From an optimization exercise on the open Yosys and OpenROAD flow, aimed at small area; shortcuts taken in it are not production practice. The RTL was checked by simulation tests, not by an equivalence proof against the original design. Power figures rest on the tool's default switching activity, not on a simulated workload.

Setup of run 1:
Design Controlador_VGA, start of the top module:
module Controlador_VGA(
input wire clock, reset,
input wire [7:0] out_seg_hora,out_min_hora,out_hora_hora,
input wire [7:0] out_dia_fecha,out_mes_fecha,out_jahr_fecha,
input wire [7:0] out_seg_timer,out_min_timer,out_hora_timer,
input wire [1:0] out_banderas_config,
input wire AM_PM,
input wire [1:0] config_mode, cursor_location,
output reg alarma_sonora,
output wire hsync, vsync,
output wire [11:0] RGB
);
Size in the first run: roughly 680 cells after synthesis, roughly 60 flip-flops, ~96 I/O pins.
export LEC_CHECK = 0
export CAP_MARGIN = 20
export CORE_MARGIN = 2
export CORE_UTILIZATION = 40
export SLEW_MARGIN = 20
create_clock -name core_clock -period 10.0 [get_ports {clock}]
standard.sh (not shown) runs the stock make flow with config.mk's settings and CLKGATE_MAP_FILE= SYNTH_SCRIPT=/design/flow/synth_recipe.tcl, a recipe that flattens the netlist after the stock synthesis.
==> flow/flow/run.sh <==
#!/bin/bash
# Own layout flow: the standard ORFS flow (standard.sh) with these changes:
#  - synthesis: ABC maps for area (no delay-driven restructuring, buffering or
#    upsizing; the 10 ns clock has ample slack), and Yosys does not extract
#    half/full adders, so ABC sees all of the logic;
#  - every input and output port still gets its own buffer, but the smallest
#    one (buf_1) instead of the clkdlybuf4s50_1 that buffer_ports picks;
#  - clock tree built from clkbuf_4 cells in clusters of up to 20 registers,
#    without dummy load cells.
# Every ORFS script is used unchanged. Each tool's output goes to a log file
# in this folder.
set -euo pipefail
cp -r "$FLOW_HOME/scripts" scripts_area
cp flow/abc_area_map.script scripts_area/abc_speed.script
KNOBS=(SCRIPTS_DIR="$PWD/scripts_area" ADDER_MAP_FILE=
       "BUFFER_PORTS_ARGS=-buffer_cell sky130_fd_sc_hd__buf_1"
       CTS_BUF_LIST=sky130_fd_sc_hd__clkbuf_8
       "CTS_ARGS=-sink_clustering_enable -repair_clock_nets -buf_list sky130_fd_sc_hd__clkbuf_8 -sink_clustering_size 30 -sink_clustering_max_diameter 200 -dont_use_dummy_load")
bash standard.sh "${KNOBS[@]}" synth > synth.log 2>&1
bash standard.sh "${KNOBS[@]}" finish > layout.log 2>&1
test -s out/final.def
==> flow/flow/abc_area_map.script <==
strash
&get -n
&st
&dch
&nf -R 1000
&put
topo
stime -c
The following lists how run 2 was set up differently from run 1:
-- flow/flow/run.sh --
<<< run 1, line 15
KNOBS=(SCRIPTS_DIR="$PWD/scripts_area" ADDER_MAP_FILE=
       "BUFFER_PORTS_ARGS=-buffer_cell sky130_fd_sc_hd__buf_1"
       CTS_BUF_LIST=sky130_fd_sc_hd__clkbuf_8
       "CTS_ARGS=-sink_clustering_enable -repair_clock_nets -buf_list sky130_fd_sc_hd__clkbuf_8 -sink_clustering_size 30 -sink_clustering_max_diameter 200 -dont_use_dummy_load")
bash standard.sh "${KNOBS[@]}" synth > synth.log 2>&1
bash standard.sh "${KNOBS[@]}" finish > layout.log 2>&1
>>> run 2, line 15
KNOBS=(SCRIPTS_DIR="$PWD/scripts_area" ADDER_MAP_FILE=
       "BUFFER_PORTS_ARGS=-buffer_cell sky130_fd_sc_hd__buf_1"
       CTS_BUF_LIST=sky130_fd_sc_hd__clkbuf_4
       "CTS_ARGS=-sink_clustering_enable -repair_clock_nets -buf_list sky130_fd_sc_hd__clkbuf_4 -sink_clustering_size 20 -sink_clustering_max_diameter 100 -dont_use_dummy_load")
bash standard.sh "${KNOBS[@]}" synth > synth.log 2>&1
bash standard.sh "${KNOBS[@]}" finish > layout.log 2>&1
## What came out
- Going from run 1 to run 2, fraction of standard cell area in multi-input logic grows by 0.56 points.
- Final standard cell utilization of the core for run 2 is lower than for run 1.
- Run 2: final critical-path share of the clock period 0.84 points below run 1
- Comparing smallest setup slack after layout for run 1 and run 2, the bigger number came from run 2.
- Status: met2 demand-to-capacity share in global routing parity (run 2, run 1)
- Clock transition at the registers of the reported paths (run 2 over run 1): increase, 0.03 ns
- The lower total power came out of run 2.
- STATUS final non-filler cell area: run 2 wins against run 1
- Starting density of the core came out exactly the same in run 1 and run 2.
Relative to run 2, the following input files were edited for run 3:
==> flow/run.sh (new file) <==
#!/bin/bash
# synth_recipe.tcl (not shown) runs the flow's synth.tcl, then flattens the netlist and writes it again
# the make line also repeats each setting of config.mk as NAME=value (left out here)
make -C /OpenROAD-flow-scripts/flow DESIGN_CONFIG=/design/flow/config.mk WORK_HOME=/design/flow/orfs CLKGATE_MAP_FILE= SYNTH_SCRIPT=/design/flow/synth_recipe.tcl finish
removed: flow/flow/run.sh
removed: flow/flow/abc_area_map.script
removed: flow/standard.sh
Re first-iteration DRC count: run 3 and run 2 aren't equal, and the higher value belongs to run 3.
Looking at clock power across both flows, run 3 is the weaker of the two, with run 2 ahead.
Number of standard cells in the final layout excluding fillers on run 3 is up relative to run 2.
Measured against each other, run 3 and run 2 differ in sequential share of layout area, the higher figure coming from run 2.
When run 3 is measured against run 2, its met2 demand-to-capacity share in global routing turns out 2.0 points higher.
Run 3 vs run 2: power up by more than half
The following lists how run 4 was set up differently from run 3:
==> flow/flow/run.sh (new file) <==
#!/bin/bash
# Own layout flow: the standard ORFS flow (standard.sh) with these changes:
#  - synthesis: ABC maps for area (no delay-driven restructuring, buffering or
#    upsizing; the 10 ns clock has ample slack), and Yosys does not extract
#    half/full adders, so ABC sees all of the logic;
#  - every input and output port still gets its own buffer, but the smallest
#    one (buf_1) instead of the clkdlybuf4s50_1 that buffer_ports picks;
#  - clock tree built from clkbuf_4 cells in clusters of up to 20 registers,
#    without dummy load cells.
# Every ORFS script is used unchanged. Each tool's output goes to a log file
# in this folder.
set -euo pipefail
cp -r "$FLOW_HOME/scripts" scripts_area
cp flow/abc_area_map.script scripts_area/abc_speed.script
KNOBS=(SCRIPTS_DIR="$PWD/scripts_area" ADDER_MAP_FILE=
       "BUFFER_PORTS_ARGS=-buffer_cell sky130_fd_sc_hd__buf_1"
       CTS_BUF_LIST=sky130_fd_sc_hd__clkbuf_16
       "CTS_ARGS=-sink_clustering_enable -repair_clock_nets -buf_list sky130_fd_sc_hd__clkbuf_16 -sink_clustering_size 60 -sink_clustering_max_diameter 500 -dont_use_dummy_load")
bash standard.sh "${KNOBS[@]}" synth > synth.log 2>&1
bash standard.sh "${KNOBS[@]}" finish > layout.log 2>&1
test -s out/final.def
==> flow/flow/abc_area_map.script (new file) <==
strash
&get -n
&st
&dch
&nf -R 1000
&put
topo
stime -c
==> flow/standard.sh (new file) <==
#!/bin/bash
# synth_recipe.tcl (not shown) runs the flow's synth.tcl, then flattens the netlist and writes it again
# the make line also repeats each setting of config.mk as NAME=value (left out here)
make -C /OpenROAD-flow-scripts/flow DESIGN_CONFIG=/design/flow/config.mk WORK_HOME=/design/flow/orfs CLKGATE_MAP_FILE= SYNTH_SCRIPT=/design/flow/synth_recipe.tcl "${@:-finish}"
removed: flow/run.sh
## What came out
- Run 4 finished all stages; the layout is clean.
- Run 3: done, clean on timing, DRC and antenna
- out_seg_hora[5] as the critical path startpoint was reported by run 3, and out_hora_hora[5] by run 4.
- When the final numbers for run 3 and run 4 were put side by side, the fraction of the mapped netlist area in adder cells turned out to be smaller in run 4.
- Period utilization: run 4 higher than run 3
- Run 4: count of plain and timing-repair buffers in the layout is 2.9% higher than what run 3 reported.

==> what the ideal ports hide <==
The flow's constraints put no driver on any port. The routed layouts listed below were extracted and timed again, unchanged, in two steps.
Step 1 (the two cells are an assumption about what drives the block):
set clk [get_ports {clock}]
set_driving_cell -lib_cell sky130_fd_sc_hd__clkbuf_16 $clk
set_driving_cell -lib_cell sky130_fd_sc_hd__buf_2 [delete_from_list [all_inputs] $clk]
Step 2 moves the port delays by t, midway between the first and last clock arrival at a register: inputs arrive t later, outputs are due t later. That takes back most of the time a late clock gives input paths.
a / b / c = no drivers / after step 1 / after step 2; a / b = the first two.
run | shift t [ns] | setup slack, ns | latest minus earliest clock arrival (ns)
run 1 | 0.360 | 3.403 / 3.414 / 3.054 | 0.021 / 0.021
run 2 | 0.426 | 3.487 / 3.497 / 3.071 | 0.023 / 0.023
run 3 | 0.374 | 4.265 / 4.278 / 3.904 | 0.016 / 0.016
run 4 | 0.362 | 3.415 / 3.430 / 3.068 | 0.014 / 0.014
After both steps setup and hold are still met in every run listed. The setup slack of run 2, which loses most, moves by +0.010 ns with the drivers and by -0.416 ns with both steps.
